This is an optimization exercise on Yosys and OpenROAD, whose aim is small area, not a production implementation.
RTL that was checked went through simulation tests only; none was proved equivalent to the original.
Power and IR drop assume default switching activity.

==> flow/design.v <==
module CPU(
    clk,
    inst,
    reset,
    address,
    out_data,
    store
);
    input clk;
    input reset;
    input [7:0] inst;
    output [7:0] address;
    output [7:0] out_data;
    output store;
    reg [7:0] ir;
    reg [7:0] pc;
    reg [7:0] r0, r1, r2, r3;
    wire [3:0] op = ir[7:4];
    always @(posedge clk) begin
        ir[3:0] <= inst[3:0];
        ir[6]   <= inst[6];
        ir[7]   <= inst[7] & ~reset;
        ir[5]   <= inst[5] | reset;
        ir[4]   <= inst[4] | reset;
    end
    wire [3:0] irn;
    g_inv u_irn0 (.a(ir[0]), .y(irn[0]));
    g_inv u_irn1 (.a(ir[1]), .y(irn[1]));
    g_inv u_irn2 (.a(ir[2]), .y(irn[2]));
    g_inv u_irn3 (.a(ir[3]), .y(irn[3]));
    wire ena, enb, cin;
    g_nand2 u_ena (.a(op[1]), .b(op[0]), .y(ena));
    g_inv   u_enb (.a(op[1]), .y(enb));
    g_or2   u_cin (.a(op[1]), .b(op[0]), .y(cin));
    wire [3:0] na, nb;
    g_nand3 u_na0 (.a(irn[3]), .b(irn[2]), .c(ena), .y(na[0]));
    g_nand3 u_na1 (.a(irn[3]), .b(ir[2]),  .c(ena), .y(na[1]));
    g_nand3 u_na2 (.a(ir[3]),  .b(irn[2]), .c(ena), .y(na[2]));
    g_nand3 u_na3 (.a(ir[3]),  .b(ir[2]),  .c(ena), .y(na[3]));
    g_nand3 u_nb0 (.a(irn[1]), .b(irn[0]), .c(enb), .y(nb[0]));
    g_nand3 u_nb1 (.a(irn[1]), .b(ir[0]),  .c(enb), .y(nb[1]));
    g_nand3 u_nb2 (.a(ir[1]),  .b(irn[0]), .c(enb), .y(nb[2]));
    g_nand3 u_nb3 (.a(ir[1]),  .b(ir[0]),  .c(enb), .y(nb[3]));
    wire [7:0] a, b, bx, alu;
    wire [7:0] c;
    assign c[0] = cin;
    genvar i;
    generate
        for (i = 0; i < 8; i = i + 1) begin : g_bit
            rd_mux u_ma (.r0(r0[i]), .r1(r1[i]), .r2(r2[i]), .r3(r3[i]), .n(na), .y(a[i]));
            rd_mux u_mb (.r0(r0[i]), .r1(r1[i]), .r2(r2[i]), .r3(r3[i]), .n(nb), .y(b[i]));
            g_xor2 u_bx (.a(b[i]), .b(op[0]), .y(bx[i]));
            if (i < 7) begin : g_lo
                g_fa u_fa (.a(a[i]), .b(bx[i]), .ci(c[i]), .s(alu[i]), .co(c[i+1]));
            end else begin : g_hi
                wire t;
                g_xor2 u_x0 (.a(a[i]), .b(c[i]), .y(t));
                g_xor2 u_x1 (.a(t), .b(bx[i]), .y(alu[i]));
            end
        end
    endgenerate
    wire keep, ldr, we, rstn;
    g_inv   u_rstn (.a(reset), .y(rstn));
    g_nor2  u_keep (.a(op[2]), .b(reset), .y(keep));
    g_and2  u_ldr  (.a(op[2]), .b(rstn), .y(ldr));
    g_orn   u_we   (.a(op[3]), .bn(op[1]), .y(we));
    wire [1:0] wdr;
    wire kn;
    g_a22o u_wd0 (.a1(alu[0]), .a2(keep), .b1(ir[0]), .b2(ldr), .y(wdr[0]));
    g_a22o u_wd1 (.a1(alu[1]), .a2(keep), .b1(ir[1]), .b2(ldr), .y(wdr[1]));
    g_or2  u_kn  (.a(op[2]), .b(reset), .y(kn));
    wire [3:0] enn, en;
    g_a31oi u_en0 (.a1(we), .a2(irn[3]), .a3(irn[2]), .b(reset), .y(enn[0]));
    g_a31oi u_en1 (.a1(we), .a2(irn[3]), .a3(ir[2]),  .b(reset), .y(enn[1]));
    g_a31oi u_en2 (.a1(we), .a2(ir[3]),  .a3(irn[2]), .b(reset), .y(enn[2]));
    g_a31oi u_en3 (.a1(we), .a2(ir[3]),  .a3(ir[2]),  .b(reset), .y(enn[3]));
    g_inv u_enp0 (.a(enn[0]), .y(en[0]));
    g_inv u_enp1 (.a(enn[1]), .y(en[1]));
    g_inv u_enp2 (.a(enn[2]), .y(en[2]));
    g_inv u_enp3 (.a(enn[3]), .y(en[3]));
    wire [3:0] ek;
    g_nor2 u_ek0 (.a(enn[0]), .b(kn), .y(ek[0]));
    g_nor2 u_ek1 (.a(enn[1]), .b(kn), .y(ek[1]));
    g_nor2 u_ek2 (.a(enn[2]), .b(kn), .y(ek[2]));
    g_nor2 u_ek3 (.a(enn[3]), .b(kn), .y(ek[3]));
    wire [7:0] d0, d1, d2, d3;
    generate
        for (i = 0; i < 2; i = i + 1) begin : g_rfl
            g_a22o u_d0 (.a1(en[0]), .a2(wdr[i]), .b1(enn[0]), .b2(r0[i]), .y(d0[i]));
            g_a22o u_d1 (.a1(en[1]), .a2(wdr[i]), .b1(enn[1]), .b2(r1[i]), .y(d1[i]));
            g_a22o u_d2 (.a1(en[2]), .a2(wdr[i]), .b1(enn[2]), .b2(r2[i]), .y(d2[i]));
            g_a22o u_d3 (.a1(en[3]), .a2(wdr[i]), .b1(enn[3]), .b2(r3[i]), .y(d3[i]));
        end
        for (i = 2; i < 8; i = i + 1) begin : g_rfh
            g_a22o u_d0 (.a1(ek[0]), .a2(alu[i]), .b1(enn[0]), .b2(r0[i]), .y(d0[i]));
            g_a22o u_d1 (.a1(ek[1]), .a2(alu[i]), .b1(enn[1]), .b2(r1[i]), .y(d1[i]));
            g_a22o u_d2 (.a1(ek[2]), .a2(alu[i]), .b1(enn[2]), .b2(r2[i]), .y(d2[i]));
            g_a22o u_d3 (.a1(ek[3]), .a2(alu[i]), .b1(enn[3]), .b2(r3[i]), .y(d3[i]));
        end
    endgenerate
    always @(posedge clk) begin
        r0 <= d0;
        r1 <= d1;
        r2 <= d2;
        r3 <= d3;
    end
    wire op3n;
    g_inv u_op3n (.a(op[3]), .y(op3n));
    wire [3:0] bi;
    g_nand2 u_b0 (.a(irn[0]), .b(op[3]), .y(bi[0]));
    g_nor2  u_b1 (.a(irn[1]), .b(op3n), .y(bi[1]));
    g_nor2  u_b2 (.a(irn[2]), .b(op3n), .y(bi[2]));
    g_nor2  u_b3 (.a(irn[3]), .b(op3n), .y(bi[3]));
    wire [7:0] npc, pcd, addr;
    wire [7:1] k;
    g_ha  u_p0 (.a(pc[0]), .b(bi[0]), .s(npc[0]), .co(k[1]));
    g_fa  u_p1 (.a(pc[1]), .b(bi[1]), .ci(k[1]), .s(npc[1]), .co(k[2]));
    g_fa  u_p2 (.a(pc[2]), .b(bi[2]), .ci(k[2]), .s(npc[2]), .co(k[3]));
    g_fa  u_p3 (.a(pc[3]), .b(bi[3]), .ci(k[3]), .s(npc[3]), .co(k[4]));
    g_ha  u_p4 (.a(pc[4]), .b(k[4]), .s(npc[4]), .co(k[5]));
    g_ha  u_p5 (.a(pc[5]), .b(k[5]), .s(npc[5]), .co(k[6]));
    g_ha  u_p6 (.a(pc[6]), .b(k[6]), .s(npc[6]), .co(k[7]));
    g_xor2 u_p7 (.a(pc[7]), .b(k[7]), .y(npc[7]));
    generate
        for (i = 0; i < 8; i = i + 1) begin : g_pc
            g_and2 u_pcr (.a(npc[i]), .b(rstn), .y(pcd[i]));
            g_a22o u_adr (.a1(npc[i]), .a2(op[3]), .b1(pc[i]), .b2(op3n), .y(addr[i]));
        end
    endgenerate
    always @(posedge clk)
        pc <= pcd;
    assign store = op[1] & ~op[0];
    assign out_data = alu;
    assign address = addr;
endmodule
module rd_mux(r0, r1, r2, r3, n, y);
    input r0, r1, r2, r3;
    input [3:0] n;
    output y;
    wire x01, x23;
    g_o22ai u_01 (.a1(r0), .a2(n[0]), .b1(r1), .b2(n[1]), .y(x01));
    g_o22ai u_23 (.a1(r2), .a2(n[2]), .b1(r3), .b2(n[3]), .y(x23));
    g_nor2  u_y  (.a(x01), .b(x23), .y(y));
endmodule
module g_inv(a, y);
    input a; output y;
    assign y = ~a;
endmodule
module g_nand2(a, b, y);
    input a, b; output y;
    assign y = ~(a & b);
endmodule
module g_nor2(a, b, y);
    input a, b; output y;
    assign y = ~(a | b);
endmodule
module g_or2(a, b, y);
    input a, b; output y;
    assign y = a | b;
endmodule
module g_and2(a, b, y);
    input a, b; output y;
    assign y = a & b;
endmodule
module g_orn(a, bn, y);
    input a, bn; output y;
    assign y = a | ~bn;
endmodule
module g_nand3(a, b, c, y);
    input a, b, c; output y;
    assign y = ~(a & b & c);
endmodule
module g_xor2(a, b, y);
    input a, b; output y;
    assign y = a ^ b;
endmodule
module g_o22ai(a1, a2, b1, b2, y);
    input a1, a2, b1, b2; output y;
    assign y = ~((a1 | a2) & (b1 | b2));
endmodule
module g_a22o(a1, a2, b1, b2, y);
    input a1, a2, b1, b2; output y;
    assign y = (a1 & a2) | (b1 & b2);
endmodule
module g_a31oi(a1, a2, a3, b, y);
    input a1, a2, a3, b; output y;
    assign y = ~((a1 & a2 & a3) | b);
endmodule
module g_ha(a, b, s, co);
    input a, b; output s, co;
    assign s = a ^ b;
    assign co = a & b;
endmodule
module g_fa(a, b, ci, s, co);
    input a, b, ci; output s, co;
    assign s = a ^ b ^ ci;
    assign co = (a & b) | (ci & (a ^ b));
endmodule
export LEC_CHECK = 0
export CAP_MARGIN = 20
export CORE_MARGIN = 2
export CORE_UTILIZATION = 40
export SLEW_MARGIN = 20
export SYNTH_HIERARCHICAL = 1
create_clock -name core_clock -period 6.0 [get_ports {clk}]
standard.sh (not shown) runs the stock make flow with config.mk's settings and CLKGATE_MAP_FILE= SYNTH_SCRIPT=/design/flow/synth_recipe.tcl, a recipe that flattens the netlist after the stock synthesis.
==> flow/flow/run.sh <==
#!/bin/bash
set -e
export BUFFER_PORTS_ARGS="-buffer_cell sky130_fd_sc_hd__buf_1"
export CTS_ARGS="-sink_clustering_enable -repair_clock_nets -buf_list sky130_fd_sc_hd__clkbuf_8 -sink_clustering_size 30 -dont_use_dummy_load"
export GPL_KEEP_OVERFLOW=0
bash standard.sh > standard.log 2>&1
==> next run, changes <==
--- a/flow/design.v
+++ b/flow/design.v
@@ -29,13 +29,21 @@
     g_inv u_irn2 (.a(ir[2]), .y(irn[2]));
     g_inv u_irn3 (.a(ir[3]), .y(irn[3]));
     wire ena, enb, cin;
     g_nand2 u_ena (.a(op[1]), .b(op[0]), .y(ena));
     g_inv   u_enb (.a(op[1]), .y(enb));
     g_or2   u_cin (.a(op[1]), .b(op[0]), .y(cin));
-    wire [3:0] na, nb;
+    wire [3:0] na, nb, nal, nbl;
+    g_nand3 u_nal0 (.a(irn[3]), .b(irn[2]), .c(ena), .y(nal[0]));
+    g_nand3 u_nal1 (.a(irn[3]), .b(ir[2]),  .c(ena), .y(nal[1]));
+    g_nand3 u_nal2 (.a(ir[3]),  .b(irn[2]), .c(ena), .y(nal[2]));
+    g_nand3 u_nal3 (.a(ir[3]),  .b(ir[2]),  .c(ena), .y(nal[3]));
+    g_nand3 u_nbl0 (.a(irn[1]), .b(irn[0]), .c(enb), .y(nbl[0]));
+    g_nand3 u_nbl1 (.a(irn[1]), .b(ir[0]),  .c(enb), .y(nbl[1]));
+    g_nand3 u_nbl2 (.a(ir[1]),  .b(irn[0]), .c(enb), .y(nbl[2]));
+    g_nand3 u_nbl3 (.a(ir[1]),  .b(ir[0]),  .c(enb), .y(nbl[3]));
     g_nand3 u_na0 (.a(irn[3]), .b(irn[2]), .c(ena), .y(na[0]));
     g_nand3 u_na1 (.a(irn[3]), .b(ir[2]),  .c(ena), .y(na[1]));
     g_nand3 u_na2 (.a(ir[3]),  .b(irn[2]), .c(ena), .y(na[2]));
     g_nand3 u_na3 (.a(ir[3]),  .b(ir[2]),  .c(ena), .y(na[3]));
     g_nand3 u_nb0 (.a(irn[1]), .b(irn[0]), .c(enb), .y(nb[0]));
     g_nand3 u_nb1 (.a(irn[1]), .b(ir[0]),  .c(enb), .y(nb[1]));
@@ -44,14 +52,14 @@
     wire [7:0] a, b, bx, alu;
     wire [7:0] c;
     assign c[0] = cin;
     genvar i;
     generate
         for (i = 0; i < 8; i = i + 1) begin : g_bit
-            rd_mux u_ma (.r0(r0[i]), .r1(r1[i]), .r2(r2[i]), .r3(r3[i]), .n(na), .y(a[i]));
-            rd_mux u_mb (.r0(r0[i]), .r1(r1[i]), .r2(r2[i]), .r3(r3[i]), .n(nb), .y(b[i]));
+            rd_mux u_ma (.r0(r0[i]), .r1(r1[i]), .r2(r2[i]), .r3(r3[i]), .n(i < 2 ? nal : na), .y(a[i]));
+            rd_mux u_mb (.r0(r0[i]), .r1(r1[i]), .r2(r2[i]), .r3(r3[i]), .n(i < 2 ? nbl : nb), .y(b[i]));
             g_xor2 u_bx (.a(b[i]), .b(op[0]), .y(bx[i]));
             if (i < 7) begin : g_lo
                 g_fa u_fa (.a(a[i]), .b(bx[i]), .ci(c[i]), .s(alu[i]), .co(c[i+1]));
             end else begin : g_hi
                 wire t;
                 g_xor2 u_x0 (.a(a[i]), .b(c[i]), .y(t));
The new run produced a clean layout.
Routed wire length is lower by about 6%.
Worst hold slack hardly moves.
Cell count grows by about 3.5%.
Die area goes up by about 1.7%.
Setup slack gets better by 0.057 ns.
Total power drops by 0.61%.
Register-to-register slack is better by 0.18 ns.
Combinational power falls by about 2%.
Design area decreases by 3.1%.
Global-route usage came out lower by 1.5 points.
Maximum frequency rises by 1.0%.
Count of clock-buffer cells in the layout does not change.
Via count falls by 0.44%.
Area after synthesis increases by about 1.8%.
No functional check of the RTL was part of the first run of this note.

==> port drivers added, routing unchanged <==
In the flow no input, the clock included, has a driving cell. The finished layouts below were timed again as built, in two steps.
Step 1: set_driving_cell puts a clkbuf_16 on clk and a buf_2 on each other input, an assumption about the parent block.
Step 2 adds t to the input delays and takes it off the output delays; t is the mean of the earliest and latest rising clock arrival at the registers after step 1. Input paths then give back, and output paths get back, about the clock's delay inside the block.
Slacks: ideal / step 1 / step 2; pairs: ideal / step 1.
run	t (ns)	setup WS [ns]	hold slack, ns	worst slew at a driven data input, ns
the first run	0.315	0.237 / 0.208 / 0.523	0.509 / 0.509 / 0.509	0.03
the second run	0.322	0.294 / 0.264 / 0.586	0.509 / 0.509 / 0.509	0.03
After both steps every run listed still meets setup and hold.
